Source: an optimization exercise on an open RTL-to-GDS flow (aim: small area and a short achievable clock period). Production flows keep margins and buffers that such runs may drop. Only simulation tests tie the RTL to the original design; equivalence was not proved.

File: design.v
module softermax (
    input clk,
    input  [79:0] unnormed_in,
    output [319:0] final_softmax
);
    function automatic [15:0] pow_val(input [1:0] f, input [3:0] s, input z);
        logic [15:0] h;
        begin
            case (f)
                2'd0: h = 16'h8000;
                2'd1: h = 16'h6BA2;
                2'd2: h = 16'h5A82;
                default: h = 16'h4C1B;
            endcase
            pow_val = z ? 16'd0 : (h >> s);
        end
    endfunction
    function automatic [39:0] rk0(input [5:0] dl);
        case (dl)
            6'd0: rk0 = 40'h0c05e80fc0;
            6'd1: rk0 = 40'h0c30006001;
            6'd2: rk0 = 40'h0c6018c042;
            6'd3: rk0 = 40'h0c90312083;
            6'd4: rk0 = 40'h0cc04980c4;
            6'd5: rk0 = 40'h0cf061e105;
            6'd6: rk0 = 40'h0d207a4146;
            6'd7: rk0 = 40'h0d5092a187;
            6'd8: rk0 = 40'h0d80ab01c8;
            6'd9: rk0 = 40'h0db0c36209;
            6'd10: rk0 = 40'h0de0dbc24a;
            6'd11: rk0 = 40'h0e10f4228b;
            6'd12: rk0 = 40'h0e410c82cc;
            6'd13: rk0 = 40'h0e7124e30d;
            6'd14: rk0 = 40'h0ea13d434e;
            6'd15: rk0 = 40'h0ed155a38f;
            6'd16: rk0 = 40'h0f016e03d0;
            6'd17: rk0 = 40'h0f31866411;
            6'd18: rk0 = 40'h0f619ec452;
            6'd19: rk0 = 40'h0f91b72493;
            6'd20: rk0 = 40'h0fc1cf84d4;
            6'd21: rk0 = 40'h0ff1e7e515;
            6'd22: rk0 = 40'h1022004556;
            6'd23: rk0 = 40'h105218a597;
            6'd24: rk0 = 40'h10823105d8;
            6'd25: rk0 = 40'h10b2496619;
            6'd26: rk0 = 40'h10e261c65a;
            6'd27: rk0 = 40'h11127a269b;
            6'd28: rk0 = 40'h11429286dc;
            6'd29: rk0 = 40'h1172aae71d;
            6'd30: rk0 = 40'h11a2c3475e;
            6'd31: rk0 = 40'h11d2dba79f;
            6'd32: rk0 = 40'h1202f407e0;
            6'd33: rk0 = 40'h12330c6821;
            6'd34: rk0 = 40'h126324c862;
            6'd35: rk0 = 40'h12933d28a3;
            6'd36: rk0 = 40'h12c35588e4;
            6'd37: rk0 = 40'h12f36de925;
            6'd38: rk0 = 40'h1323864966;
            6'd39: rk0 = 40'h13539ea9a7;
            6'd40: rk0 = 40'h1383b709e8;
            6'd41: rk0 = 40'h13b3cf6a29;
            6'd42: rk0 = 40'h13e3e7ca6a;
            6'd43: rk0 = 40'h1414002aab;
            6'd44: rk0 = 40'h1444188aec;
            6'd45: rk0 = 40'h147430eb2d;
            6'd46: rk0 = 40'h14a4494b6e;
            6'd47: rk0 = 40'h14d461abaf;
            6'd48: rk0 = 40'h15047a0bf0;
            6'd49: rk0 = 40'h1534926c31;
            6'd50: rk0 = 40'h1564aacc72;
            6'd51: rk0 = 40'h1594c32cb3;
            6'd52: rk0 = 40'h15c4db8cf4;
            6'd53: rk0 = 40'h15f4f3ed35;
            6'd54: rk0 = 40'h16250c4d76;
            6'd55: rk0 = 40'h165524adb7;
            6'd56: rk0 = 40'h16853d0df8;
            6'd57: rk0 = 40'h16b5556e39;
            6'd58: rk0 = 40'h16e56dce7a;
            6'd59: rk0 = 40'h1715862ebb;
            6'd60: rk0 = 40'h17459e8efc;
            6'd61: rk0 = 40'h1775b6ef3d;
            6'd62: rk0 = 40'h17a5cf4f7e;
            6'd63: rk0 = 40'h17d5e7afbf;
            default: rk0 = 40'h0;
        endcase
    endfunction
    function automatic [39:0] rk1(input [5:0] dl);
        case (dl)
            6'd0: rk1 = 40'h1806001000;
            6'd1: rk1 = 40'h1865f40fe0;
            6'd2: rk1 = 40'h18c5e80fc0;
            6'd3: rk1 = 40'h1925dc0fa0;
            6'd4: rk1 = 40'h1985d00f80;
            6'd5: rk1 = 40'h19e5c40f60;
            6'd6: rk1 = 40'h1a45b80f40;
            6'd7: rk1 = 40'h1aa5ac0f20;
            6'd8: rk1 = 40'h1b05a00f00;
            6'd9: rk1 = 40'h1b65940ee0;
            6'd10: rk1 = 40'h1bc5880ec0;
            6'd11: rk1 = 40'h1c257c0ea0;
            6'd12: rk1 = 40'h1c85700e80;
            6'd13: rk1 = 40'h1ce5640e60;
            6'd14: rk1 = 40'h1d45580e40;
            6'd15: rk1 = 40'h1da54c0e20;
            6'd16: rk1 = 40'h1e05400e00;
            6'd17: rk1 = 40'h1e65340de0;
            6'd18: rk1 = 40'h1ec5280dc0;
            6'd19: rk1 = 40'h1f251c0da0;
            6'd20: rk1 = 40'h1f85100d80;
            6'd21: rk1 = 40'h1fe5040d60;
            6'd22: rk1 = 40'h2044f80d40;
            6'd23: rk1 = 40'h20a4ec0d20;
            6'd24: rk1 = 40'h2104e00d00;
            6'd25: rk1 = 40'h2164d40ce0;
            6'd26: rk1 = 40'h21c4c80cc0;
            6'd27: rk1 = 40'h2224bc0ca0;
            6'd28: rk1 = 40'h2284b00c80;
            6'd29: rk1 = 40'h22e4a40c60;
            6'd30: rk1 = 40'h2344980c40;
            6'd31: rk1 = 40'h23a48c0c20;
            6'd32: rk1 = 40'h2404800c00;
            6'd33: rk1 = 40'h2464740be0;
            6'd34: rk1 = 40'h24c4680bc0;
            6'd35: rk1 = 40'h25245c0ba0;
            6'd36: rk1 = 40'h2584500b80;
            6'd37: rk1 = 40'h25e4440b60;
            6'd38: rk1 = 40'h2644380b40;
            6'd39: rk1 = 40'h26a42c0b20;
            6'd40: rk1 = 40'h2704200b00;
            6'd41: rk1 = 40'h2764140ae0;
            6'd42: rk1 = 40'h27c4080ac0;
            6'd43: rk1 = 40'h2823fc0aa0;
            6'd44: rk1 = 40'h2883f00a80;
            6'd45: rk1 = 40'h28e3e40a60;
            6'd46: rk1 = 40'h2943d80a40;
            6'd47: rk1 = 40'h29a3cc0a20;
            6'd48: rk1 = 40'h2a03c00a00;
            6'd49: rk1 = 40'h2a63b409e0;
            6'd50: rk1 = 40'h2ac3a809c0;
            6'd51: rk1 = 40'h2b239c09a0;
            6'd52: rk1 = 40'h2b83900980;
            6'd53: rk1 = 40'h2be3840960;
            6'd54: rk1 = 40'h2c43780940;
            6'd55: rk1 = 40'h2ca36c0920;
            6'd56: rk1 = 40'h2d03600900;
            6'd57: rk1 = 40'h2d635408e0;
            6'd58: rk1 = 40'h2dc34808c0;
            6'd59: rk1 = 40'h2e233c08a0;
            6'd60: rk1 = 40'h2e83300880;
            6'd61: rk1 = 40'h2ee3240860;
            6'd62: rk1 = 40'h2f43180840;
            6'd63: rk1 = 40'h2fa30c0820;
            default: rk1 = 40'h0;
        endcase
    endfunction
    function automatic [39:0] rk2(input [5:0] dl);
        case (dl)
            6'd0: rk2 = 40'h30031fe855;
            6'd1: rk2 = 40'h30631c284b;
            6'd2: rk2 = 40'h30c3186841;
            6'd3: rk2 = 40'h312314a837;
            6'd4: rk2 = 40'h318310e82d;
            6'd5: rk2 = 40'h31e30d2823;
            6'd6: rk2 = 40'h3243096819;
            6'd7: rk2 = 40'h32a305a80f;
            6'd8: rk2 = 40'h330301e805;
            6'd9: rk2 = 40'h3362fe27fb;
            6'd10: rk2 = 40'h33c2fa67f1;
            6'd11: rk2 = 40'h3422f6a7e7;
            6'd12: rk2 = 40'h3482f2e7dd;
            6'd13: rk2 = 40'h34e2ef27d3;
            6'd14: rk2 = 40'h3542eb67c9;
            6'd15: rk2 = 40'h35a2e7a7bf;
            6'd16: rk2 = 40'h3602e3e7b5;
            6'd17: rk2 = 40'h3662e027ab;
            6'd18: rk2 = 40'h36c2dc67a1;
            6'd19: rk2 = 40'h3722d8a797;
            6'd20: rk2 = 40'h3782d4e78d;
            6'd21: rk2 = 40'h37e2d12783;
            6'd22: rk2 = 40'h3842cd6779;
            6'd23: rk2 = 40'h38a2c9a76f;
            6'd24: rk2 = 40'h3902c5e765;
            6'd25: rk2 = 40'h3962c2275b;
            6'd26: rk2 = 40'h39c2be6751;
            6'd27: rk2 = 40'h3a22baa747;
            6'd28: rk2 = 40'h3a82b6e73d;
            6'd29: rk2 = 40'h3ae2b32733;
            6'd30: rk2 = 40'h3b42af6729;
            6'd31: rk2 = 40'h3ba2aba71f;
            6'd32: rk2 = 40'h3c02a7e715;
            6'd33: rk2 = 40'h3c62a4270b;
            6'd34: rk2 = 40'h3cc2a06701;
            6'd35: rk2 = 40'h3d229ca6f7;
            6'd36: rk2 = 40'h3d8298e6ed;
            6'd37: rk2 = 40'h3de29526e3;
            6'd38: rk2 = 40'h3e429166d9;
            6'd39: rk2 = 40'h3ea28da6cf;
            6'd40: rk2 = 40'h3f0289e6c5;
            6'd41: rk2 = 40'h3f628626bb;
            6'd42: rk2 = 40'h3fc28266b1;
            6'd43: rk2 = 40'h40227ea6a7;
            6'd44: rk2 = 40'h40827ae69d;
            6'd45: rk2 = 40'h40e2772693;
            6'd46: rk2 = 40'h4142736689;
            6'd47: rk2 = 40'h41a26fa67f;
            6'd48: rk2 = 40'h42026be675;
            6'd49: rk2 = 40'h426268266b;
            6'd50: rk2 = 40'h42c2646661;
            6'd51: rk2 = 40'h432260a657;
            6'd52: rk2 = 40'h43825ce64d;
            6'd53: rk2 = 40'h43e2592643;
            6'd54: rk2 = 40'h4442556639;
            6'd55: rk2 = 40'h44a251a62f;
            6'd56: rk2 = 40'h45024de625;
            6'd57: rk2 = 40'h45624a261b;
            6'd58: rk2 = 40'h45c2466611;
            6'd59: rk2 = 40'h462242a607;
            6'd60: rk2 = 40'h46823ee5fd;
            6'd61: rk2 = 40'h46e23b25f3;
            6'd62: rk2 = 40'h47423765e9;
            6'd63: rk2 = 40'h47a233a5df;
            default: rk2 = 40'h0;
        endcase
    endfunction
    function automatic [39:0] rk3(input [5:0] dl);
        case (dl)
            6'd0: rk3 = 40'h480217e595;
            6'd1: rk3 = 40'h4862160590;
            6'd2: rk3 = 40'h48c214258b;
            6'd3: rk3 = 40'h4922124586;
            6'd4: rk3 = 40'h4982106581;
            6'd5: rk3 = 40'h49e20e857c;
            6'd6: rk3 = 40'h4a420ca577;
            6'd7: rk3 = 40'h4aa20ac572;
            6'd8: rk3 = 40'h4b0208e56d;
            6'd9: rk3 = 40'h4b62070568;
            6'd10: rk3 = 40'h4bc2052563;
            6'd11: rk3 = 40'h4c2203455e;
            6'd12: rk3 = 40'h4c82016559;
            6'd13: rk3 = 40'h4ce1ff8554;
            6'd14: rk3 = 40'h4d41fda54f;
            6'd15: rk3 = 40'h4da1fbc54a;
            6'd16: rk3 = 40'h4e01f9e545;
            6'd17: rk3 = 40'h4e61f80540;
            6'd18: rk3 = 40'h4ec1f6253b;
            6'd19: rk3 = 40'h4f21f44536;
            6'd20: rk3 = 40'h4f81f26531;
            6'd21: rk3 = 40'h4fe1f0852c;
            6'd22: rk3 = 40'h5041eea527;
            6'd23: rk3 = 40'h50a1ecc522;
            6'd24: rk3 = 40'h5101eae51d;
            6'd25: rk3 = 40'h5161e90518;
            6'd26: rk3 = 40'h51c1e72513;
            6'd27: rk3 = 40'h5221e5450e;
            6'd28: rk3 = 40'h5281e36509;
            6'd29: rk3 = 40'h52e1e18504;
            6'd30: rk3 = 40'h5341dfa4ff;
            6'd31: rk3 = 40'h53a1ddc4fa;
            6'd32: rk3 = 40'h5401dbe4f5;
            6'd33: rk3 = 40'h5461da04f0;
            6'd34: rk3 = 40'h54c1d824eb;
            6'd35: rk3 = 40'h5521d644e6;
            6'd36: rk3 = 40'h5581d464e1;
            6'd37: rk3 = 40'h55e1d284dc;
            6'd38: rk3 = 40'h5641d0a4d7;
            6'd39: rk3 = 40'h56a1cec4d2;
            6'd40: rk3 = 40'h5701cce4cd;
            6'd41: rk3 = 40'h5761cb04c8;
            6'd42: rk3 = 40'h57c1c924c3;
            6'd43: rk3 = 40'h5821c744be;
            6'd44: rk3 = 40'h5881c564b9;
            6'd45: rk3 = 40'h58e1c384b4;
            6'd46: rk3 = 40'h5941c1a4af;
            6'd47: rk3 = 40'h59a1bfc4aa;
            6'd48: rk3 = 40'h5a01bde4a5;
            6'd49: rk3 = 40'h5a61bc04a0;
            6'd50: rk3 = 40'h5ac1ba249b;
            6'd51: rk3 = 40'h5b21b84496;
            6'd52: rk3 = 40'h5b81b66491;
            6'd53: rk3 = 40'h5be1b4848c;
            6'd54: rk3 = 40'h5c41b2a487;
            6'd55: rk3 = 40'h5ca1b0c482;
            6'd56: rk3 = 40'h5d01aee47d;
            6'd57: rk3 = 40'h5d61ad0478;
            6'd58: rk3 = 40'h5dc1ab2473;
            6'd59: rk3 = 40'h5e21a9446e;
            6'd60: rk3 = 40'h5e81a76469;
            6'd61: rk3 = 40'h5ee1a58464;
            6'd62: rk3 = 40'h5f41a3a45f;
            6'd63: rk3 = 40'h5fa1a1c45a;
            default: rk3 = 40'h0;
        endcase
    endfunction
    function automatic [39:0] rk4(input [5:0] dl);
        case (dl)
            6'd0: rk4 = 40'h6001932433;
            6'd1: rk4 = 40'h6061920430;
            6'd2: rk4 = 40'h60c190e42d;
            6'd3: rk4 = 40'h61218fc42a;
            6'd4: rk4 = 40'h61818ea427;
            6'd5: rk4 = 40'h61e18d8424;
            6'd6: rk4 = 40'h62418c6421;
            6'd7: rk4 = 40'h62a18b441e;
            6'd8: rk4 = 40'h63018a241b;
            6'd9: rk4 = 40'h6361890418;
            6'd10: rk4 = 40'h63c187e415;
            6'd11: rk4 = 40'h642186c412;
            6'd12: rk4 = 40'h648185a40f;
            6'd13: rk4 = 40'h64e184840c;
            6'd14: rk4 = 40'h6541836409;
            6'd15: rk4 = 40'h65a1824406;
            6'd16: rk4 = 40'h6601812403;
            6'd17: rk4 = 40'h6661800400;
            6'd18: rk4 = 40'h66c17ee3fd;
            6'd19: rk4 = 40'h67217dc3fa;
            6'd20: rk4 = 40'h67817ca3f7;
            6'd21: rk4 = 40'h67e17b83f4;
            6'd22: rk4 = 40'h68417a63f1;
            6'd23: rk4 = 40'h68a17943ee;
            6'd24: rk4 = 40'h69017823eb;
            6'd25: rk4 = 40'h69617703e8;
            6'd26: rk4 = 40'h69c175e3e5;
            6'd27: rk4 = 40'h6a2174c3e2;
            6'd28: rk4 = 40'h6a8173a3df;
            6'd29: rk4 = 40'h6ae17283dc;
            6'd30: rk4 = 40'h6b417163d9;
            6'd31: rk4 = 40'h6ba17043d6;
            6'd32: rk4 = 40'h6c016f23d3;
            6'd33: rk4 = 40'h6c616e03d0;
            6'd34: rk4 = 40'h6cc16ce3cd;
            6'd35: rk4 = 40'h6d216bc3ca;
            6'd36: rk4 = 40'h6d816aa3c7;
            6'd37: rk4 = 40'h6de16983c4;
            6'd38: rk4 = 40'h6e416863c1;
            6'd39: rk4 = 40'h6ea16743be;
            6'd40: rk4 = 40'h6f016623bb;
            6'd41: rk4 = 40'h6f616503b8;
            6'd42: rk4 = 40'h6fc163e3b5;
            6'd43: rk4 = 40'h702162c3b2;
            6'd44: rk4 = 40'h708161a3af;
            6'd45: rk4 = 40'h70e16083ac;
            6'd46: rk4 = 40'h71415f63a9;
            6'd47: rk4 = 40'h71a15e43a6;
            6'd48: rk4 = 40'h72015d23a3;
            6'd49: rk4 = 40'h72615c03a0;
            6'd50: rk4 = 40'h72c15ae39d;
            6'd51: rk4 = 40'h732159c39a;
            6'd52: rk4 = 40'h738158a397;
            6'd53: rk4 = 40'h73e1578394;
            6'd54: rk4 = 40'h7441566391;
            6'd55: rk4 = 40'h74a155438e;
            6'd56: rk4 = 40'h750154238b;
            6'd57: rk4 = 40'h7561530388;
            6'd58: rk4 = 40'h75c151e385;
            6'd59: rk4 = 40'h762150c382;
            6'd60: rk4 = 40'h76814fa37f;
            6'd61: rk4 = 40'h76e14e837c;
            6'd62: rk4 = 40'h77414d6379;
            6'd63: rk4 = 40'h77a14c4376;
            default: rk4 = 40'h0;
        endcase
    endfunction
    function automatic [39:0] rk5(input [5:0] dl);
        case (dl)
            6'd0: rk5 = 40'h780142e35d;
            6'd1: rk5 = 40'h786142235b;
            6'd2: rk5 = 40'h78c1416359;
            6'd3: rk5 = 40'h792140a357;
            6'd4: rk5 = 40'h79813fe355;
            6'd5: rk5 = 40'h79e13f2353;
            6'd6: rk5 = 40'h7a413e6351;
            6'd7: rk5 = 40'h7aa13da34f;
            6'd8: rk5 = 40'h7b013ce34d;
            6'd9: rk5 = 40'h7b613c234b;
            6'd10: rk5 = 40'h7bc13b6349;
            6'd11: rk5 = 40'h7c213aa347;
            6'd12: rk5 = 40'h7c8139e345;
            6'd13: rk5 = 40'h7ce1392343;
            6'd14: rk5 = 40'h7d41386341;
            6'd15: rk5 = 40'h7da137a33f;
            6'd16: rk5 = 40'h7e0136e33d;
            6'd17: rk5 = 40'h7e6136233b;
            6'd18: rk5 = 40'h7ec1356339;
            6'd19: rk5 = 40'h7f2134a337;
            6'd20: rk5 = 40'h7f8133e335;
            6'd21: rk5 = 40'h7fe1332333;
            6'd22: rk5 = 40'h8041326331;
            6'd23: rk5 = 40'h80a131a32f;
            6'd24: rk5 = 40'h810130e32d;
            6'd25: rk5 = 40'h816130232b;
            6'd26: rk5 = 40'h81c12f6329;
            6'd27: rk5 = 40'h82212ea327;
            6'd28: rk5 = 40'h82812de325;
            6'd29: rk5 = 40'h82e12d2323;
            6'd30: rk5 = 40'h83412c6321;
            6'd31: rk5 = 40'h83a12ba31f;
            6'd32: rk5 = 40'h84012ae31d;
            6'd33: rk5 = 40'h84612a231b;
            6'd34: rk5 = 40'h84c1296319;
            6'd35: rk5 = 40'h852128a317;
            6'd36: rk5 = 40'h858127e315;
            6'd37: rk5 = 40'h85e1272313;
            6'd38: rk5 = 40'h8641266311;
            6'd39: rk5 = 40'h86a125a30f;
            6'd40: rk5 = 40'h870124e30d;
            6'd41: rk5 = 40'h876124230b;
            6'd42: rk5 = 40'h87c1236309;
            6'd43: rk5 = 40'h882122a307;
            6'd44: rk5 = 40'h888121e305;
            6'd45: rk5 = 40'h88e1212303;
            6'd46: rk5 = 40'h8941206301;
            6'd47: rk5 = 40'h89a11fa2ff;
            6'd48: rk5 = 40'h8a011ee2fd;
            6'd49: rk5 = 40'h8a611e22fb;
            6'd50: rk5 = 40'h8ac11d62f9;
            6'd51: rk5 = 40'h8b211ca2f7;
            6'd52: rk5 = 40'h8b811be2f5;
            6'd53: rk5 = 40'h8be11b22f3;
            6'd54: rk5 = 40'h8c411a62f1;
            6'd55: rk5 = 40'h8ca119a2ef;
            6'd56: rk5 = 40'h8d0118e2ed;
            6'd57: rk5 = 40'h8d611822eb;
            6'd58: rk5 = 40'h8dc11762e9;
            6'd59: rk5 = 40'h8e2116a2e7;
            6'd60: rk5 = 40'h8e8115e2e5;
            6'd61: rk5 = 40'h8ee11522e3;
            6'd62: rk5 = 40'h8f411462e1;
            6'd63: rk5 = 40'h8fa113a2df;
            default: rk5 = 40'h0;
        endcase
    endfunction
    function automatic [39:0] rk6(input [5:0] dl);
        case (dl)
            6'd0: rk6 = 40'h90010b62c9;
            6'd1: rk6 = 40'h90610b02c8;
            6'd2: rk6 = 40'h90c10aa2c7;
            6'd3: rk6 = 40'h91210a42c6;
            6'd4: rk6 = 40'h918109e2c5;
            6'd5: rk6 = 40'h91e10982c4;
            6'd6: rk6 = 40'h92410922c3;
            6'd7: rk6 = 40'h92a108c2c2;
            6'd8: rk6 = 40'h93010862c1;
            6'd9: rk6 = 40'h93610802c0;
            6'd10: rk6 = 40'h93c107a2bf;
            6'd11: rk6 = 40'h94210742be;
            6'd12: rk6 = 40'h948106e2bd;
            6'd13: rk6 = 40'h94e10682bc;
            6'd14: rk6 = 40'h95410622bb;
            6'd15: rk6 = 40'h95a105c2ba;
            6'd16: rk6 = 40'h96010562b9;
            6'd17: rk6 = 40'h96610502b8;
            6'd18: rk6 = 40'h96c104a2b7;
            6'd19: rk6 = 40'h97210442b6;
            6'd20: rk6 = 40'h978103e2b5;
            6'd21: rk6 = 40'h97e10382b4;
            6'd22: rk6 = 40'h98410322b3;
            6'd23: rk6 = 40'h98a102c2b2;
            6'd24: rk6 = 40'h99010262b1;
            6'd25: rk6 = 40'h99610202b0;
            6'd26: rk6 = 40'h99c101a2af;
            6'd27: rk6 = 40'h9a210142ae;
            6'd28: rk6 = 40'h9a8100e2ad;
            6'd29: rk6 = 40'h9ae10082ac;
            6'd30: rk6 = 40'h9b410022ab;
            6'd31: rk6 = 40'h9ba0ffc2aa;
            6'd32: rk6 = 40'h9c00ff62a9;
            6'd33: rk6 = 40'h9c60ff02a8;
            6'd34: rk6 = 40'h9cc0fea2a7;
            6'd35: rk6 = 40'h9d20fe42a6;
            6'd36: rk6 = 40'h9d80fde2a5;
            6'd37: rk6 = 40'h9de0fd82a4;
            6'd38: rk6 = 40'h9e40fd22a3;
            6'd39: rk6 = 40'h9ea0fcc2a2;
            6'd40: rk6 = 40'h9f00fc62a1;
            6'd41: rk6 = 40'h9f60fc02a0;
            6'd42: rk6 = 40'h9fc0fba29f;
            6'd43: rk6 = 40'ha020fb429e;
            6'd44: rk6 = 40'ha080fae29d;
            6'd45: rk6 = 40'ha0e0fa829c;
            6'd46: rk6 = 40'ha140fa229b;
            6'd47: rk6 = 40'ha1a0f9c29a;
            6'd48: rk6 = 40'ha200f96299;
            6'd49: rk6 = 40'ha260f90298;
            6'd50: rk6 = 40'ha2c0f8a297;
            6'd51: rk6 = 40'ha320f84296;
            6'd52: rk6 = 40'ha380f7e295;
            6'd53: rk6 = 40'ha3e0f78294;
            6'd54: rk6 = 40'ha440f72293;
            6'd55: rk6 = 40'ha4a0f6c292;
            6'd56: rk6 = 40'ha500f66291;
            6'd57: rk6 = 40'ha560f60290;
            6'd58: rk6 = 40'ha5c0f5a28f;
            6'd59: rk6 = 40'ha620f5428e;
            6'd60: rk6 = 40'ha680f4e28d;
            6'd61: rk6 = 40'ha6e0f4828c;
            6'd62: rk6 = 40'ha740f4228b;
            6'd63: rk6 = 40'ha7a0f3c28a;
            default: rk6 = 40'h0;
        endcase
    endfunction
    function automatic [39:0] rk7(input [5:0] dl);
        case (dl)
            6'd0: rk7 = 40'ha80457eb95;
            6'd1: rk7 = 40'ha864578b94;
            6'd2: rk7 = 40'ha8c4572b93;
            6'd3: rk7 = 40'ha92456cb92;
            6'd4: rk7 = 40'ha984566b91;
            6'd5: rk7 = 40'ha9e4560b90;
            6'd6: rk7 = 40'haa4455ab8f;
            6'd7: rk7 = 40'haaa4554b8e;
            6'd8: rk7 = 40'hab0454eb8d;
            6'd9: rk7 = 40'hab64548b8c;
            6'd10: rk7 = 40'habc4542b8b;
            6'd11: rk7 = 40'hac2453cb8a;
            6'd12: rk7 = 40'hac84536b89;
            6'd13: rk7 = 40'hace4530b88;
            6'd14: rk7 = 40'had4452ab87;
            6'd15: rk7 = 40'hada4524b86;
            6'd16: rk7 = 40'hae0451eb85;
            6'd17: rk7 = 40'hae64518b84;
            6'd18: rk7 = 40'haec4512b83;
            6'd19: rk7 = 40'haf2450cb82;
            6'd20: rk7 = 40'haf84506b81;
            6'd21: rk7 = 40'hafe4500b80;
            6'd22: rk7 = 40'hb0444fab7f;
            6'd23: rk7 = 40'hb0a44f4b7e;
            6'd24: rk7 = 40'hb1044eeb7d;
            6'd25: rk7 = 40'hb1644e8b7c;
            6'd26: rk7 = 40'hb1c44e2b7b;
            6'd27: rk7 = 40'hb2244dcb7a;
            6'd28: rk7 = 40'hb2844d6b79;
            6'd29: rk7 = 40'hb2e44d0b78;
            6'd30: rk7 = 40'hb3444cab77;
            6'd31: rk7 = 40'hb3a44c4b76;
            6'd32: rk7 = 40'hb4044beb75;
            6'd33: rk7 = 40'hb4644b8b74;
            6'd34: rk7 = 40'hb4c44b2b73;
            6'd35: rk7 = 40'hb5244acb72;
            6'd36: rk7 = 40'hb5844a6b71;
            6'd37: rk7 = 40'hb5e44a0b70;
            6'd38: rk7 = 40'hb64449ab6f;
            6'd39: rk7 = 40'hb6a4494b6e;
            6'd40: rk7 = 40'hb70448eb6d;
            6'd41: rk7 = 40'hb764488b6c;
            6'd42: rk7 = 40'hb7c4482b6b;
            6'd43: rk7 = 40'hb82447cb6a;
            6'd44: rk7 = 40'hb884476b69;
            6'd45: rk7 = 40'hb8e4470b68;
            6'd46: rk7 = 40'hb94446ab67;
            6'd47: rk7 = 40'hb9a4464b66;
            6'd48: rk7 = 40'hba0445eb65;
            6'd49: rk7 = 40'hba64458b64;
            6'd50: rk7 = 40'hbac4452b63;
            6'd51: rk7 = 40'hbb2444cb62;
            6'd52: rk7 = 40'hbb84446b61;
            6'd53: rk7 = 40'hbbe4440b60;
            6'd54: rk7 = 40'hbc4443ab5f;
            6'd55: rk7 = 40'hbca4434b5e;
            6'd56: rk7 = 40'hbd0442eb5d;
            6'd57: rk7 = 40'hbd64428b5c;
            6'd58: rk7 = 40'hbdc4422b5b;
            6'd59: rk7 = 40'hbe2441cb5a;
            6'd60: rk7 = 40'hbe84416b59;
            6'd61: rk7 = 40'hbee4410b58;
            6'd62: rk7 = 40'hbf4440ab57;
            6'd63: rk7 = 40'hbfa4404b56;
            default: rk7 = 40'h0;
        endcase
    endfunction
    genvar i, j;
    logic [9:0][6:0] key0;
    logic [9:0][5:0] u0;
    logic [9:0][1:0] f0;
    generate
        for (i = 0; i < 10; i++) begin : g_in
            wire [5:0] w = unnormed_in[8*i+2 +: 6] ^ 6'h20;
            wire       nz = |unnormed_in[8*i +: 2];
            wire       wrap = (&w) & nz;
            assign key0[i] = wrap ? 7'd0 : {w, nz};
            assign u0[i] = w + {5'd0, nz};
            assign f0[i] = 2'd0 - unnormed_in[8*i +: 2];
        end
    endgenerate
    logic [9:0] top;
    logic [9:0][9:0] gt;    
    generate
        for (i = 0; i < 10; i++) begin : g_gt
            for (j = i + 1; j < 10; j++) begin : g_pair
                assign gt[j][i] = key0[j] > key0[i];
            end
        end
        for (i = 0; i < 10; i++) begin : g_top
            wire [9:0] ok;
            for (j = 0; j < 10; j++) begin : g_ok
                if (j < i) begin : g_before
                    assign ok[j] = gt[i][j];
                end else if (j > i) begin : g_after
                    assign ok[j] = ~gt[j][i];
                end else begin : g_self
                    assign ok[j] = 1'b1;
                end
            end
            assign top[i] = &ok;
        end
    endgenerate
    logic [5:0] m0;
    always_comb begin
        m0 = 6'd0;
        for (int k = 0; k < 10; k++) m0 = m0 | ({6{top[k]}} & u0[k]);
    end
    logic [9:0][3:0] s0;
    logic [9:0]      z0;
    generate
        for (i = 0; i < 10; i++) begin : g_s
            wire [6:0] u16 = {1'b0, u0[i]} + 7'd16;
            assign s0[i] = m0[3:0] - u0[i][3:0];
            assign z0[i] = {1'b0, m0} >= u16;
        end
    endgenerate
    logic [9:0][1:0] f_q;
    logic [9:0][3:0] s_q;
    logic [9:0]      z_q;
    always_ff @(posedge clk) begin
        f_q <= f0;
        s_q <= s0;
        z_q <= z0;
    end
    logic [9:0][15:0] p1;
    generate
        for (i = 0; i < 10; i++) begin : g_p
            assign p1[i] = pow_val(f_q[i], s_q[i], z_q[i]);
        end
    endgenerate
    wire [18:0] sum1 = p1[0] + p1[1] + p1[2] + p1[3] + p1[4]
                     + p1[5] + p1[6] + p1[7] + p1[8] + p1[9];
    wire [9:0] d1 = sum1[18:9];
    wire [3:0] k1 = d1[9:6];
    wire [5:0] dl1 = d1[5:0];
    logic [7:0][39:0] tk1;
    assign tk1[0] = rk0(dl1);
    assign tk1[1] = rk1(dl1);
    assign tk1[2] = rk2(dl1);
    assign tk1[3] = rk3(dl1);
    assign tk1[4] = rk4(dl1);
    assign tk1[5] = rk5(dl1);
    assign tk1[6] = rk6(dl1);
    assign tk1[7] = rk7(dl1);
    logic [9:0]  rh;
    logic [12:0] rl;
    logic [11:0] rh3;
    logic [14:0] rl3;
    always_comb begin
        rh = 10'd0;
        {rh3, rl3, rl} = 40'd0;
        if (k1 <= 4'd7) begin
            rh = (k1 == 4'd0) ? {4'd1, dl1} : {d1[8:0], 1'b0};
            {rh3, rl3, rl} = tk1[k1[2:0]];
        end else if (k1 == 4'd8) begin
            rl3 = 15'd2901;
            rl  = 13'd967;
        end else if (k1 == 4'd9) begin
            rl3 = 15'd2592;
            rl  = 13'd864;
        end
    end
    logic [9:0][15:0] p_q;
    logic [9:0]  rh_q;
    logic [12:0] rl_q;
    logic [11:0] rh3_q;
    logic [14:0] rl3_q;
    always_ff @(posedge clk) begin
        p_q   <= p1;
        rh_q  <= rh;
        rl_q  <= rl;
        rh3_q <= rh3;
        rl3_q <= rl3;
    end
    wire [24:0] r2 = {rh_q, 2'b00, rl_q};
    wire [26:0] r3 = {rh3_q, rl3_q};
    logic [9:0][31:0] y2;
    logic [9:0][7:0][31:0] rows;
    generate
        for (i = 0; i < 10; i++) begin : g_mul
            genvar t;
            for (t = 0; t < 8; t++) begin : g_row
                wire [1:0] dg = p_q[i][2*t+1 -: 2];
                wire sel1 = dg == 2'd1;
                wire sel2 = dg == 2'd2;
                wire sel3 = (t < 7) && (dg == 2'd3);
                wire [26:0] m = ({27{sel1}} & {2'b00, r2})
                              | ({27{sel2}} & {1'b0, r2, 1'b0})
                              | ({27{sel3}} & r3);
                assign rows[i][t] = {5'd0, m} << (2*t);
            end
            assign y2[i] = rows[i][0] + rows[i][1] + rows[i][2] + rows[i][3]
                         + rows[i][4] + rows[i][5] + rows[i][6] + rows[i][7];
        end
    endgenerate
    logic [319:0] y_q;
    always_ff @(posedge clk) y_q <= y2;
    assign final_softmax = y_q;
endmodule
File: flow/run.sh
#!/bin/bash
# The standard layout (the standard.sh: the standard synthesis, then ORFS from
# floorplan to finish) with these changes to how it is made:
#  - after the standard synthesis, fapol.py sets the polarity of each full adder
#    (a full adder is self-dual) so that fewer inverters sit between adders; it
#    touches only inverters and adder input wiring, never a register or port;
#  - every port is still buffered, but with a plain buffer cell rather than the
#    delay cell buffer_ports picks on its own;
#  - ORFS's timing repair is asked to keep a setup margin, so that it sizes and
#    buffers the worst paths (the SDC and clock period stay the design's).
# Each tool's output goes to a log of its own here (synth.log, fapol.log,
# layout.log) and to ORFS's logs under orfs/logs.
set -euo pipefail
RES=orfs/results/${FLOW_PLATFORM:-sky130hd}/softermax/base
bash standard.sh synth > synth.log 2>&1
if python3 flow/fapol.py "$RES/1_2_yosys.v" "$RES/1_2_yosys.fapol.v" > fapol.log 2>&1; then
  cp "$RES/1_2_yosys.v" "$RES/1_2_yosys.standard.v"
  mv "$RES/1_2_yosys.fapol.v" "$RES/1_2_yosys.v"
  rm -f "$RES/1_synth.odb" "$RES/1_synth.sdc"
fi
bash standard.sh SETUP_SLACK_MARGIN=11 TNS_END_PERCENT=0 \
  "BUFFER_PORTS_ARGS=-buffer_cell sky130_fd_sc_hd__buf_1" finish > layout.log 2>&1
File: flow/fapol.py
#!/usr/bin/env python3
"""Re-balance the polarity of full adders in a flat gate netlist.

A full adder is self-dual: FA(~a, ~b, ~c) = (~sum, ~cout). Yosys' adder
extraction leaves an inverter between many adders. This script removes every
inverter, picks for each full adder whether it works on true or complemented
signals (greedy local search that lowers the number of signals needed in both
polarities), and puts back one inverter for each signal that some pin needs
complemented. Registers, ports and all other cells are kept as they are.

usage: fapol.py IN.v OUT.v  (used by run.sh on the standard synthesis netlist)
"""
import re, sys, random

src = open(sys.argv[1]).read()
cell_re = re.compile(r'^  (sky130_fd_sc_hd__\w+) (\S+)\s+\((.*?)\n  \);\n', re.S | re.M)
pin_re = re.compile(r'\.(\w+)\(([^()]*)\)')
OUTPINS = {'X', 'Y', 'Q', 'Q_N', 'SUM', 'COUT', 'HI', 'LO'}

cells = []
for m in cell_re.finditer(src):
    typ, name, body = m.group(1), m.group(2), m.group(3)
    pins = [(p, n.strip()) for p, n in pin_re.findall(body)]
    cells.append([typ, name, pins, m.start(), m.end()])

def is_inv(typ):
    return re.fullmatch(r'sky130_fd_sc_hd__(inv|clkinv)_\d+', typ) is not None
def is_fa(typ):
    return typ == 'sky130_fd_sc_hd__fa_1' or re.fullmatch(r'sky130_fd_sc_hd__fa_\d+', typ)

hdr = src[:src.index(');') + 2]
portnames = set(re.findall(r'\b(\w+)\b', hdr.split('(', 1)[1]))
def is_port_net(n):
    base = n.split('[')[0].strip().lstrip('\\')
    return base in portnames

driver = {}
loads = {}
for ci, (typ, name, pins, s, e) in enumerate(cells):
    for p, n in pins:
        if p in OUTPINS:
            driver[n] = (ci, p)
        else:
            loads.setdefault(n, []).append((ci, p))

inv_cells = set()
for ci, c in enumerate(cells):
    if is_inv(c[0]):
        outn = dict(c[2])['Y']
        if is_port_net(outn):
            continue  # keep inverters that drive ports
        inv_cells.add(ci)

# root and parity of each net seen through removable inverters
memo = {}
def root(n):
    if n in memo:
        return memo[n]
    seen = 0
    r, par = n, 0
    while r in driver and driver[r][0] in inv_cells:
        ci = driver[r][0]
        r = dict(cells[ci][2])['A']
        par ^= 1
        seen += 1
        if seen > 1000:
            raise SystemExit('inverter loop')
    memo[n] = (r, par)
    return memo[n]

fa_cells = [ci for ci, c in enumerate(cells) if is_fa(c[0])]
fa_set = set(fa_cells)
mode = {ci: 0 for ci in fa_cells}

# consumers of each root: list of (ci, pin, parity)
cons = {}
for ci, c in enumerate(cells):
    if ci in inv_cells:
        continue
    for p, n in c[2]:
        if p in OUTPINS:
            continue
        r, par = root(n)
        cons.setdefault(r, []).append((ci, p, par))
# ports that read a net (outputs): nets that are ports and are read through inverters
# are handled by keeping such inverters (above); a port net read directly is a root.

def drv_q(r):
    d = driver.get(r)
    if d and d[0] in fa_set:
        return mode[d[0]]
    return 0

def root_cost(r):
    q = drv_q(r)
    for ci, p, par in cons.get(r, ()):
        m = mode[ci] if ci in fa_set else 0
        if par ^ m ^ q:
            return 1
    return 0

# roots touched by each FA (its inputs' roots and its outputs)
touch = {}
for ci in fa_cells:
    rs = set()
    for p, n in cells[ci][2]:
        if p in OUTPINS:
            rs.add(n)
        else:
            rs.add(root(n)[0])
    touch[ci] = rs

before = sum(root_cost(r) for r in cons)
random.seed(1)
for it in range(20):
    changed = 0
    order = fa_cells[:]
    random.shuffle(order)
    for ci in order:
        rs = touch[ci]
        c0 = sum(root_cost(r) for r in rs)
        mode[ci] ^= 1
        c1 = sum(root_cost(r) for r in rs)
        if c1 < c0:
            changed += 1
        else:
            mode[ci] ^= 1
    if not changed:
        break
after = sum(root_cost(r) for r in cons)
sys.stderr.write(f'inverters kept for ports: {sum(1 for ci, c in enumerate(cells) if is_inv(c[0])) - len(inv_cells)}; removable {len(inv_cells)}; '
                 f'signals needing an inverter: before {before}, after {after}; adders flipped {sum(mode.values())}\n')

# rewrite
def esc(n):
    return n + ' ' if n.startswith('\\') else n
newnets = []
newcells = []
neg = {}
def negnet(r):
    if r not in neg:
        base = r.lstrip('\\').replace('[', '_').replace(']', '_').replace('.', '_').replace(' ', '')
        nn = f'_fapol_n{len(neg)}_'
        neg[r] = nn
        newnets.append(nn)
        newcells.append(f'  sky130_fd_sc_hd__inv_1 _fapol_i{len(neg)}_ (\n    .A({esc(r)}),\n    .Y({nn})\n  );\n')
    return neg[r]

out = []
pos = 0
for ci, (typ, name, pins, s, e) in enumerate(cells):
    out.append(src[pos:s])
    pos = e
    if ci in inv_cells:
        continue
    newpins = []
    for p, n in pins:
        if p in OUTPINS:
            newpins.append((p, n))
        else:
            r, par = root(n)
            m = mode[ci] if ci in fa_set else 0
            need = par ^ m ^ drv_q(r)
            newpins.append((p, negnet(r) if need else r))
    body = ',\n'.join(f'    .{p}({esc(n)})' for p, n in newpins)
    out.append(f'  {typ} {esc(name)} (\n{body}\n  );\n')
out.append(src[pos:])
res = ''.join(out)
# declare new nets and add new cells before endmodule
decl = ''.join(f'  wire {n};\n' for n in newnets)
i = res.index(';', res.index('module')) + 1
res = res[:i] + '\n' + decl + res[i + 1:]
j = res.rindex('endmodule')
res = res[:j] + ''.join(newcells) + res[j:]
open(sys.argv[2], 'w').write(res)
File: standard.sh
#!/bin/bash
# synth_recipe.tcl (not shown) runs the flow's synth.tcl, then flattens the netlist and writes it again
# the make line also repeats each setting of config.mk as NAME=value (left out here)
make -C /OpenROAD-flow-scripts/flow DESIGN_CONFIG=/design/flow/config.mk WORK_HOME=/design/flow/orfs CLKGATE_MAP_FILE= SYNTH_SCRIPT=/design/flow/synth_recipe.tcl "${@:-finish}"
File: config.mk
export PLATFORM = sky130hd
export DESIGN_NAME = softermax
export DESIGN_NICKNAME = softermax
export VERILOG_FILES = /design/flow/design.v
export SDC_FILE = /design/flow/constraint.sdc
export NUM_CORES = 4
export LEC_CHECK = 0
export ABC_AREA = 1
export CAP_MARGIN = 20
export CORE_MARGIN = 2
export CORE_UTILIZATION = 40
export CTS_BUF_LIST = sky130_fd_sc_hd__clkbuf_8
export SLEW_MARGIN = 20
File: constraint.sdc
create_clock -name core_clock -period 17.5 [get_ports {clk}]
set_input_delay 3.5000 -clock core_clock [delete_from_list [all_inputs] [get_ports {clk}]]
set_output_delay 3.5000 -clock core_clock [all_outputs]
set_load 0.01 [all_outputs]
==> results of run 1 <==
-- stage by stage --
step	utilization	setup slack, ps
2_1_floorplan	-	10340
3_3_place_gp	0.420	8670
5_1_grt	0.457	10370
6_report	0.457	10610
3_5_place_dp	0.420	8660
4_1_cts	0.451	10780
-- per-layer routing --
layer,track usage,up-vias
li1,-,45022
met5,0.00204,-
met4,0.251,20
met2,0.514,8880
met3,0.129,2464
met1,0.470,50145
-- cell usage in the layout, fill, tap and decap left out, types with 358 or more instances in the layout --
master / instances
fa_1: 1294
inv_1: 1603
ha_1: 1006
dfxtp_1: 535
a21oi_1: 1404
nor2_1: 413
o22ai_1: 1253
buf_4: 485
buf_1: 358
nand2_1: 1858
o221ai_1: 468
-- final cells by class --
| cell class | count | area [um^2] |
|---|---|---|
| Timing Repair Buffer | 962 | 6520 |
| Timing Repair inverter | 1 | 7.51 |
| Inverter | 1724 | 6780 |
| Sequential cell | 598 | 12100 |
| Clock inverter | 75 | 686 |
| Fill cell | 25144 | 137000 |
| Clock buffer | 130 | 1790 |
| Multi-Input combinational cell | 9731 | 82700 |
| Antenna cell | 37 | 92.6 |
| Tap cell | 3348 | 4190 |
-- registers in the layout, summed over array words and instances, names as in the netlist --
name,cells
p_q,160
z_q,10
rh3_q,12
s_q,40
y_q,320
f_q,20
rh_q,10
rl3_q,13
rl_q,13
-- path summary, 6_finish.rpt --
kind | end | start
hold reg to reg | p_q[83] | z_q[5]
setup reg to reg | y_q[61] | rl_q[9]
hold / removal | p_q[83] | z_q[5]
setup / recovery | y_q[61] | rl_q[9]
-- timing repair --
action / in CTS / in global routing
gates resized for setup: 881 / 236
endpoints found under the setup margin: 177 / 162
pin swaps: 183 / 81
gates cloned: 13 / 0
setup buffers: 229 / 53
==> flow_summary.toml, run 1 <==
[run_status]
status = "complete, no violations"

[placed_design]
placement.cell_area_um2 = 106000
placedCellCount = 16067
numPortBuffers = 400
place.gp.congestion = 1.07
dpl.hpwl_mm = 338

[worst_hold_path]
min_path_cells = 1
hp-class = "flip-flop to flip-flop"

[setup_path]
worstRegToRegCells = 19
critical_path_class = "flip-flop to flip-flop"
critPathLaunchType = "flip-flop"
slowest_delay_ps = 630
critical_path_buf_inv_count = 4
cp_num_cells = 19
cp_max_fo = 29
worstPathArrival_ps = 7730
cpMaxStageDelayCell = "dfxtp_4"
cpMostUsedCell = "fa_1"
ff2ff_setup_slack_ps = 10610
worstPathCellList = "clkinv_2, buf_4, o22ai_1, a21oi_1, fa_1, fa_1, inv_1, fa_1, fa_1, ha_1, nand2_1, o31ai_1, a31oi_1, o21ai_0, a21oi_1, inv_1, a21oi_1, o21ai_0, xor2_1"
worst_setup_path_end_kind = "flip-flop"
cpLargestDelayFamily = "adder cells"
required_ps = 18340

[clock_tree]
htreeDepth = 3
cts_root_buffer = "clkbuf_8"
holdBufCountCts = 0
cts_buffer_depth = 3
clock_latency_ps = 1000
clkTransAtPathRegs_ps = 60
clock_sinks = 598
cts_tree = "built"
numCtsBuffers = 112

[sta]
hold_violations = 0
worst_hold_slack_ps = 549
period_share = 0.394
fmax_mhz = 145
tns_ps = 0
worst_pin_slew_ps = 1170
setup_viol = 0
skew_ps = 98.4
drv_slew = 0
relSlewSlack = 0.218
rsz0062_at_grt = "true"
period_needed_ps = 6890

[routing]
drc = 0
finalWirelength_mm = 488
topRoutingLayerUsed = "met5"
antenna_left = 0
via_per_inst = 6.42
drtIter0Drc = 15621
dr_wl_met3_mm = 70.0
wl_met1_mm = 184
dr.pass1.iters = 9
wire_per_inst_um = 29.4
dr_wl_met2_mm = 193
vias = 106531

[floorplan]
ios = 401
dieArea_um2 = 257000
initial_utilization = 0.403
die_x_um = 507
fp-row-count = 184
core-area_um2 = 252000
die_h_um = 507

[global_routing]
grt_max_degree = 64
grt_pass1_wl_mm = 706
grt_pass1_vias = 104153
antenna_found_initial = 33
grt_overflow = 0
track_usage = 0.367

[logic_synthesis]
netlist_instances = 13024
syn-cell-area_um2 = 101000
synth.net_count = 15491
avgSynthCellArea_um2 = 7.78
ys_warn_count = 1

[cells_and_area]
design_area_um2 = 115000
syn2layout_area_growth_pct = 13.4
drive_gt1_frac = 0.123
nets = 15597
fin_cells = 16606

[run]
maxCapViolCount = 0
==> run 2: changes to the inputs <==
--- a/flow/run.sh
+++ b/flow/run.sh
@@ -19,4 +19,4 @@
   rm -f "$RES/1_synth.odb" "$RES/1_synth.sdc"
 fi
-bash standard.sh SETUP_SLACK_MARGIN=11 TNS_END_PERCENT=0 \
+bash standard.sh SETUP_SLACK_MARGIN=11.5 TNS_END_PERCENT=5 \
   "BUFFER_PORTS_ARGS=-buffer_cell sky130_fd_sc_hd__buf_1" finish > layout.log 2>&1
--- a/config.mk
+++ b/config.mk
@@ -10,4 +10,3 @@
 export CORE_MARGIN = 2
 export CORE_UTILIZATION = 40
-export CTS_BUF_LIST = sky130_fd_sc_hd__clkbuf_8
 export SLEW_MARGIN = 20
==> run 2 against run 1 <==
  * Worst hold slack worse by 32 ps
  * Sequential share of layout area decreased by 0.086 points
  * Global-route usage fell by 0.78 points
  * Sequential cell count unchanged
  * Critical path depth up 6
  * Non-clock buffer count is 6 higher
  * Final area is 0.76% higher
  * Via count shrank 0.67%
  * Clock skew is 53 ps lower
  * Critical endpoint is now s_q[2]
==> flow_summary.toml, run 2 <==
[setup_path]
required_ps = 18100
cpMaxStageDelayCell = "fa_2"
ff2ff_setup_slack_ps = 10470
cpMostUsedCell = "nand2_1"
r2r_start = "f_q[6]"
cp_max_fo = 10
timing.rr.end = "rl_q[2]"
critPathLaunchType = "input port"
crit_path_end = "s_q[2]"
worst_setup_path_end_kind = "flip-flop"
worstPathArrival_ps = 7760
crit_start = "unnormed_in[39]"
slowest_delay_ps = 410
critical_path_class = "input port to flip-flop"
worstRegToRegCells = 31

[global_routing]
antenna_found_initial = 32
grt_max_degree = 69
grt_overflow = 0
track_usage = 0.359
grt_pass1_wl_mm = 694
grt_pass1_vias = 102460

[routing]
wire_per_inst_um = 29.1
dr.pass1.iters = 10
vias = 105814
via_per_inst = 6.39
antenna_left = 0
finalWirelength_mm = 482
drc = 0
drtIter0Drc = 15166

[placed_design]
placement.cell_area_um2 = 106000
dpl.hpwl_mm = 338
numPortBuffers = 400
place.gp.congestion = 1.06

[floorplan]
initial_utilization = 0.403
die_h_um = 507
ios = 401
die_x_um = 507
core-area_um2 = 252000
fp-row-count = 184
dieArea_um2 = 257000

[cells_and_area]
final_common_cell = "nand2_1"
mostFrequentLayoutCells = "1854 x nand2_1, 1560 x inv_1, 1396 x a21oi_1"
top_register = "y_q"
design_area_um2 = 116000
syn2layout_area_growth_pct = 14.3
drive_gt1_frac = 0.128
layout_top_registers = "y_q x320, p_q x160, s_q x40"
largest_reg_flops = 320
nets = 15567

[sta]
skew_ps = 45.5
rsz0062_at_grt = "true"
period_share = 0.409
hold_violations = 0
fmax_mhz = 140
drv_slew = 0
period_needed_ps = 7160
tns_ps = 0
setup_viol = 0
relSlewSlack = 0.200
worst_pin_slew_ps = 1200

[worst_hold_path]
hp-class = "flip-flop to flip-flop"

[logic_synthesis]
synth.net_count = 15491
syn-cell-area_um2 = 101000
ys_warn_count = 1
netlist_instances = 13024
avgSynthCellArea_um2 = 7.78

[clock_tree]
cts_buffer_depth = 3
clock_sinks = 598
numCtsBuffers = 76
cts_tree = "built"
htreeDepth = 3
clkTransAtPathRegs_ps = 60
clock_latency_ps = 760
cts_root_buffer = "clkbuf_16"

[run_status]
status = "complete, no violations"

[run]
maxCapViolCount = 0
## run 2: worst max-delay path: cells and delay by family
kind | cells | cell delay (ps)
fa+ha+maj | 3 | 1020
buf+inv | 7 | 1010
simple gates | 12 | 1610
xor+xnor | 1 | 320
compound gates | 2 | 280
## run 2: metal layers
layer  wire length [um]  global-route usage
met1             183000               0.466
met2             193000               0.506
met3              67900               0.124
met4              38100               0.228
met5                365             0.00463
## run 2: area by class of cell
cell class	count	area [um^2]
antenna	42	105
clock buffer	93	2090
clock inverter	45	504
fill	25106	136000
inverter	1724	6760
multi-input combinational	9729	83400
sequential	598	12100
tap	3348	4190
timing repair buffer	968	6650
timing repair inverter	3	23.8
## run 2: worst min path at each step
stage,start,end,slack [ps],cells after the start
floorplan,p_q[64],y_q[128],430,2
global placement,z_q[5],p_q[83],540,1
detailed placement,z_q[5],p_q[83],540,1
CTS,z_q[5],p_q[83],530,1
global route,z_q[5],p_q[83],560,1
finish,z_q[5],p_q[83],520,1
## run 2: per-stage QoR
| stage | worst slack, ps | instances | hold slack [ps] | utilization |
|---|---|---|---|---|
| floorplan | 10340 | 13024 | 430 | - |
| global placement | 8700 | 16069 | 542 | 0.420 |
| detailed placement | 8640 | 16069 | 544 | 0.420 |
| CTS | 10540 | 16384 | 527 | 0.446 |
| global route | 10260 | 16527 | 561 | 0.460 |
| finish | 10340 | 16550 | 517 | 0.460 |
## run 2: what timing repair did
| item | in CTS | in global routing |
|---|---|---|
| setup endpoints to repair | 234 | 241 |
| cloned | 8 | 6 |
| hold buffers | 0 | 0 |
| buffers inserted | 169 | 118 |
| gates resized for setup | 652 | 607 |
| pin swaps | 79 | 211 |
==> run 3: changes to the inputs <==
--- a/design.v
+++ b/design.v
@@ -687,5 +687,5 @@
                 wire sel1 = dg == 2'd1;
                 wire sel2 = dg == 2'd2;
-                wire sel3 = (t < 7) && (dg == 2'd3);
+                wire sel3 = dg == 2'd3;
                 wire [26:0] m = ({27{sel1}} & {2'b00, r2})
                               | ({27{sel2}} & {1'b0, r2, 1'b0})
--- a/flow/run.sh
+++ b/flow/run.sh
@@ -19,4 +19,4 @@
   rm -f "$RES/1_synth.odb" "$RES/1_synth.sdc"
 fi
-bash standard.sh SETUP_SLACK_MARGIN=11.5 TNS_END_PERCENT=5 \
+bash standard.sh SETUP_SLACK_MARGIN=12 TNS_END_PERCENT=0 \
   "BUFFER_PORTS_ARGS=-buffer_cell sky130_fd_sc_hd__buf_1" finish > layout.log 2>&1
==> run 3 against run 2 <==
  * Critical path type is now flip-flop to flip-flop
  * Highest routed layer unchanged
  * Largest cell class unchanged
  * Count of clock-buffer cells in the layout rose by 12
  * Still clean on timing, DRC and antenna
  * Critical endpoint is now y_q[94]
  * Critical path depth fell by 5
  * Worst hold slack got worse by 16 ps
==> flow_summary.toml, run 3 <==
[logic_synthesis]
synth.net_count = 15660
netlist_instances = 13193
syn-cell-area_um2 = 102000
avgSynthCellArea_um2 = 7.77
ys_warn_count = 1

[setup_path]
cpMostUsedCell = "fa_1"
worstPathCellList = "clkinv_4, buf_6, buf_4, o22ai_1, a21oi_1, inv_1, fa_1, fa_1, fa_1, fa_1, ha_1, nand2_1, inv_1, nand3_1, nor3_1, nand4_1, nand3_1, nand4_1, nand3_1, xor2_1"
worst_setup_path_end_kind = "flip-flop"
worstPathArrival_ps = 7700
required_ps = 18040
cpMaxStageDelayCell = "xor2_1"
cpLargestDelayFamily = "adder cells"
cp_max_fo = 28
slowest_delay_ps = 910
critPathLaunchType = "flip-flop"
critical_path_buf_inv_count = 5
critical_path_class = "flip-flop to flip-flop"

[global_routing]
antenna_found_initial = 39
grt_pass1_vias = 105474
grt_pass1_wl_mm = 713
grt_max_degree = 98
track_usage = 0.366
grt_overflow = 0

[cells_and_area]
nets = 15734
syn2layout_area_growth_pct = 13.3
num-fill-cells = 25390
postLayoutCoreUtil = 0.456
layout_top_registers = "y_q x320, p_q x160, s_q x40"
top_register = "y_q"
seq_area_um2 = 12100
multi_input_area_um2 = 83500
drive_gt1_frac = 0.112
largest_reg_flops = 320
mostFrequentLayoutCells = "1980 x nand2_1, 1547 x inv_1, 1461 x a21oi_1"
final_common_cell = "nand2_1"

[sta]
period_needed_ps = 7160
drv_slew = 0
fmax_mhz = 140
setup_ws_ps = 10340
relSlewSlack = 0.0959
skew_ps = 72.6
tns_ps = 0
rsz0062_at_grt = "true"
hold_violations = 0
period_share = 0.409
setup_viol = 0
worst_pin_slew_ps = 1360

[floorplan]
core-area_um2 = 254000
die_h_um = 510
dieArea_um2 = 260000
initial_utilization = 0.403
ios = 401
die_x_um = 510
fp-row-count = 185

[placed_design]
place.gp.congestion = 1.12
dpl.hpwl_mm = 347
numPortBuffers = 400
preCtsSetupSlack_ps = 8610

[routing]
finalWirelength_mm = 494
wire_per_inst_um = 29.5
drtIter0Drc = 15686
antenna_left = 0
drc = 0
vias = 107852
dr.pass1.iters = 8
via_per_inst = 6.44

[clock_tree]
numCtsBuffers = 81
cts_root_buffer = "clkbuf_16"
clock_latency_ps = 780
cts_tree = "built"
clkTransAtPathRegs_ps = 60
htreeDepth = 3
clock_sinks = 598
cts_buffer_depth = 3

[worst_hold_path]
hp-class = "flip-flop to flip-flop"

[run]
maxCapViolCount = 0

[run_status]
status = "complete, no violations"
## run 3: worst register-to-register path: cells and delay by family, from the launching register on
kind                     cells  cell delay (ps)
adder cells (fa/ha/maj)      5             2430
AND/OR/NAND/NOR              7             1280
AO/OA/AOI/OAI                2              330
buffers and inverters        5             1500
flip-flops                   1              490
XOR/XNOR                     1              910
## run 3: stage by stage
stage	cells	cell area, um^2	hold slack [ps]
2_1_floorplan	13193	103000	430
3_3_place_gp	16285	107000	518
3_5_place_dp	16285	107000	498
4_1_cts	16620	114000	494
5_1_grt	16728	116000	529
6_report	16738	116000	502
## run 3: path summary, 6_finish.rpt
kind / start / endpoint / slack (ps) / depth (start not counted)
setup / recovery: rl_q[10] / y_q[94] / 10340 / 20
hold / removal: z_q[2] / p_q[38] / 500 / 1
setup reg to reg: rl_q[10] / y_q[94] / 10340 / 20
hold reg to reg: z_q[2] / p_q[38] / 500 / 1
## run 3: layout make-up
cell class | instances | share of cell area
timing repair buffer | 979 | 0.0579
antenna | 40 | 0.000862
clock inverter | 43 | 0.00478
multi-input combinational | 9925 | 0.720
sequential | 598 | 0.104
clock buffer | 105 | 0.0198
tap | 3366 | 0.0363
inverter | 1682 | 0.0561
## run 3: what timing repair did
item | CTS | global route
setup endpoints to repair | 288 | 287
hold buffers | 0 | 0
setup buffers | 179 | 74
cloned | 8 | 3
resized for setup | 680 | 308
pin swaps | 128 | 109
## run 3: metal layers
layer	up-vias	wire length [um]	track usage	part of all wire
li1	45735	-	-	-
met1	50534	181000	0.457	0.37
met2	9069	195000	0.512	0.39
met3	2488	75800	0.150	0.15
met4	26	42200	0.253	0.085
met5	-	173	0.000365	0.00035
==> run 4: changes to the inputs <==
--- a/design.v
+++ b/design.v
@@ -687,5 +687,5 @@
                 wire sel1 = dg == 2'd1;
                 wire sel2 = dg == 2'd2;
-                wire sel3 = dg == 2'd3;
+                wire sel3 = (t < 7) && (dg == 2'd3);
                 wire [26:0] m = ({27{sel1}} & {2'b00, r2})
                               | ({27{sel2}} & {1'b0, r2, 1'b0})
--- a/flow/run.sh
+++ b/flow/run.sh
@@ -19,4 +19,4 @@
   rm -f "$RES/1_synth.odb" "$RES/1_synth.sdc"
 fi
-bash standard.sh SETUP_SLACK_MARGIN=12 TNS_END_PERCENT=0 \
+bash standard.sh SETUP_SLACK_MARGIN=11 TNS_END_PERCENT=0 \
   "BUFFER_PORTS_ARGS=-buffer_cell sky130_fd_sc_hd__buf_1" finish > layout.log 2>&1
--- a/flow/fapol.py
+++ b/flow/fapol.py
@@ -5,5 +5,5 @@
 extraction leaves an inverter between many adders. This script removes every
 inverter, picks for each full adder whether it works on true or complemented
-signals (greedy local search that lowers the number of signals needed in both
+signals (greedy local search, then a short annealing that lowers the number of signals needed in both
 polarities), and puts back one inverter for each signal that some pin needs
 complemented. Registers, ports and all other cells are kept as they are.
@@ -128,4 +128,23 @@
     if not changed:
         break
+# a little annealing after the greedy passes; keep the best modes seen
+import math
+cur = sum(root_cost(r) for r in cons)
+best, best_mode = cur, dict(mode)
+steps = 300000
+for step in range(steps):
+    ci = random.choice(fa_cells)
+    rs = touch[ci]
+    c0 = sum(root_cost(r) for r in rs)
+    mode[ci] ^= 1
+    dlt = sum(root_cost(r) for r in rs) - c0
+    temp = max(0.05, 1.0 - step / steps)
+    if dlt <= 0 or random.random() < math.exp(-dlt / temp):
+        cur += dlt
+        if cur < best:
+            best, best_mode = cur, dict(mode)
+    else:
+        mode[ci] ^= 1
+mode = best_mode
 after = sum(root_cost(r) for r in cons)
 sys.stderr.write(f'inverters kept for ports: {sum(1 for ci, c in enumerate(cells) if is_inv(c[0])) - len(inv_cells)}; removable {len(inv_cells)}; '
--- a/config.mk
+++ b/config.mk
@@ -7,6 +7,7 @@
 export LEC_CHECK = 0
 export ABC_AREA = 1
-export CAP_MARGIN = 20
+export CAP_MARGIN = 10
 export CORE_MARGIN = 2
 export CORE_UTILIZATION = 40
-export SLEW_MARGIN = 20
+export CTS_BUF_LIST = sky130_fd_sc_hd__clkbuf_8
+export SLEW_MARGIN = 10
==> run 4 against run 3 <==
  * Wire length decreased by 2.2%
  * Synthesized cell count decreased by 1.9%
  * Non-clock buffer count decreased by 105
  * Die area decreased by 1.4%
  * Highest routed layer unchanged
==> flow_summary.toml, run 4 <==
[sta]
skew_ps = 94.8
hold_violations = 0
relSlewSlack = 0.0793
worst_pin_slew_ps = 1380
setup_viol = 0
fmax_mhz = 141
tns_ps = 0
period_needed_ps = 7090
drv_slew = 0
period_share = 0.405
rsz0062_at_grt = "true"

[logic_synthesis]
syn-cell-area_um2 = 101000
synth.net_count = 15404
netlist_instances = 12937
ys_warn_count = 1
avgSynthCellArea_um2 = 7.81

[clock_tree]
clock_latency_ps = 960
numCtsBuffers = 110
clock_sinks = 598
cts_tree = "built"
holdBufCountCts = 0
cts_buffer_depth = 3
htreeDepth = 3
clkTransAtPathRegs_ps = 70
cts_root_buffer = "clkbuf_8"

[floorplan]
initial_utilization = 0.402
dieArea_um2 = 257000
die_x_um = 507
fp-row-count = 184
ios = 401
die_h_um = 507
core-area_um2 = 251000

[worst_hold_path]
hp-class = "flip-flop to flip-flop"
whs_endpoint = "p_q[51]"
min_path_cells = 1
hold_start = "z_q[3]"

[global_routing]
track_usage = 0.363
grt_pass1_wl_mm = 698
grt_overflow = 0
grt_max_degree = 57
grt_pass1_vias = 102257
antenna_found_initial = 34

[setup_path]
worst_setup_path_end_kind = "flip-flop"
worstRegToRegCells = 22
cp_max_fo = 39
critical_path_class = "flip-flop to flip-flop"
worstPathArrival_ps = 7890
cpMaxStageDelayCell = "dfxtp_4"
slowest_delay_ps = 600
critPathLaunchType = "flip-flop"
required_ps = 18300
r2r_start = "rl_q[0]"
worstPathCellList = "inv_4, buf_4, buf_6, o22ai_1, a21oi_1, fa_1, fa_1, inv_1, fa_1, ha_1, ha_1, a21oi_1, inv_1, a31oi_1, o21ai_1, a21oi_1, o21ai_1, a21boi_0, o21ai_0, a21boi_1, o21ai_0, xor2_1"
timing.rr.end = "y_q[254]"
ff2ff_setup_slack_ps = 10410

[placed_design]
place.gp.congestion = 1.05
numPortBuffers = 400
dpl.hpwl_mm = 345

[cells_and_area]
drive_gt1_frac = 0.109
syn2layout_area_growth_pct = 11.9
final_common_cell = "nand2_1"
mostFrequentLayoutCells = "1882 x nand2_1, 1513 x inv_1, 1413 x a21oi_1"
largest_reg_flops = 320
nets = 15421
layout_top_registers = "y_q x320, p_q x160, s_q x40"
top_register = "y_q"

[routing]
drc = 0
finalWirelength_mm = 483
via_per_inst = 6.39
antenna_left = 0
wire_per_inst_um = 29.4
drtIter0Drc = 15398
vias = 105092
dr.pass1.iters = 10

[run]
maxCapViolCount = 0

[run_status]
status = "complete, no violations"
run 4: routing by layer:
metal  up-vias  GRT usage  wire length [um]
met3      2189      0.134             70300
met4        20      0.222             37000
met2      8401      0.509            191000
li1      44669          -                 -
met1     49813      0.471            185000
met5         -    0.00611               311
run 4: repair_timing:
action,in CTS,in global routing
setup buffers,158,36
pin swaps,129,81
resized for setup,700,209
cloned,11,3
setup endpoints to repair,174,176
run 4: how the worst max path moves through the flow:
stage                     from  endpoint  slack, ps  cells past startpoint
2_1_floorplan  unnormed_in[77]    z_q[1]      10340                     31
3_3_place_gp   unnormed_in[59]    z_q[7]       8780                     29
3_5_place_dp   unnormed_in[59]    z_q[7]       8760                     29
4_1_cts                f_q[11]  rl3_q[6]      10610                     31
5_1_grt                f_q[15]  rh3_q[4]      10260                     40
6_report               rl_q[0]  y_q[254]      10410                     22
run 4: layout make-up:
type                       instances  area (um^2)
timing repair buffer             874         5640
inverter                        1637         6410
clock inverter                    72          802
tap                             3348         4190
clock buffer                     132         1820
sequential                       598        12100
antenna                           41          103
timing repair inverter             3         22.5
fill                           25356       138000
multi-input combinational       9730        82000
run 4: critical path, delay by kind of cell (launching register included):
family / cells / cell delay (ps)
fa+ha+maj: 5 / 2110
buf+inv: 5 / 1460
xor+xnor: 1 / 250
compound gates: 11 / 2460
flops: 1 / 600
run 4: per-stage QoR:
step | hold WS (ps) | instance area [um^2] | setup WS [ps] | instances | utilization
2_1_floorplan | 430 | 101000 | 10340 | 12937 | -
3_3_place_gp | 561 | 105000 | 8780 | 15982 | 0.420
3_5_place_dp | 549 | 105000 | 8760 | 15982 | 0.420
4_1_cts | 536 | 112000 | 10610 | 16355 | 0.446
5_1_grt | 564 | 113000 | 10260 | 16403 | 0.450
6_report | 537 | 113000 | 10410 | 16435 | 0.450

[what the ideal ports hide]
Ports are ideal in the flow. The routed layouts listed here were re-timed in OpenROAD.
Step 1 (the two cells are an assumption about what drives the block):
set clk [get_ports {clk}]
set_driving_cell -lib_cell sky130_fd_sc_hd__clkbuf_16 $clk
set_driving_cell -lib_cell sky130_fd_sc_hd__buf_2 [delete_from_list [all_inputs] $clk]
Step 2 times the ports against the registers' clock, not the clock port: input delays grow and output delays shrink by t, the midpoint of the rising clock arrivals with the driver on.
Slacks: no drivers / after step 1 / after step 2; pairs: no drivers / after step 1.
run | t (ns) | setup WS [ns] | worst setup path at the end | worst register clock-pin slew, ns
run 1 | 1.042 | 10.606 / 10.606 / 9.648 | input to register | 0.09 / 0.09
run 2 | 0.837 | 10.336 / 10.375 / 9.537 | input to register | 0.08 / 0.08
run 3 | 0.854 | 10.339 / 10.339 / 9.695 | input to register | 0.09 / 0.09
run 4 | 1.006 | 10.407 / 10.407 / 9.513 | input to register | 0.09 / 0.09
After both steps every run listed still meets setup and hold. For run 1, which loses most, drivers alone change the setup slack by 0.000 ns; drivers and shift together by -0.958 ns.
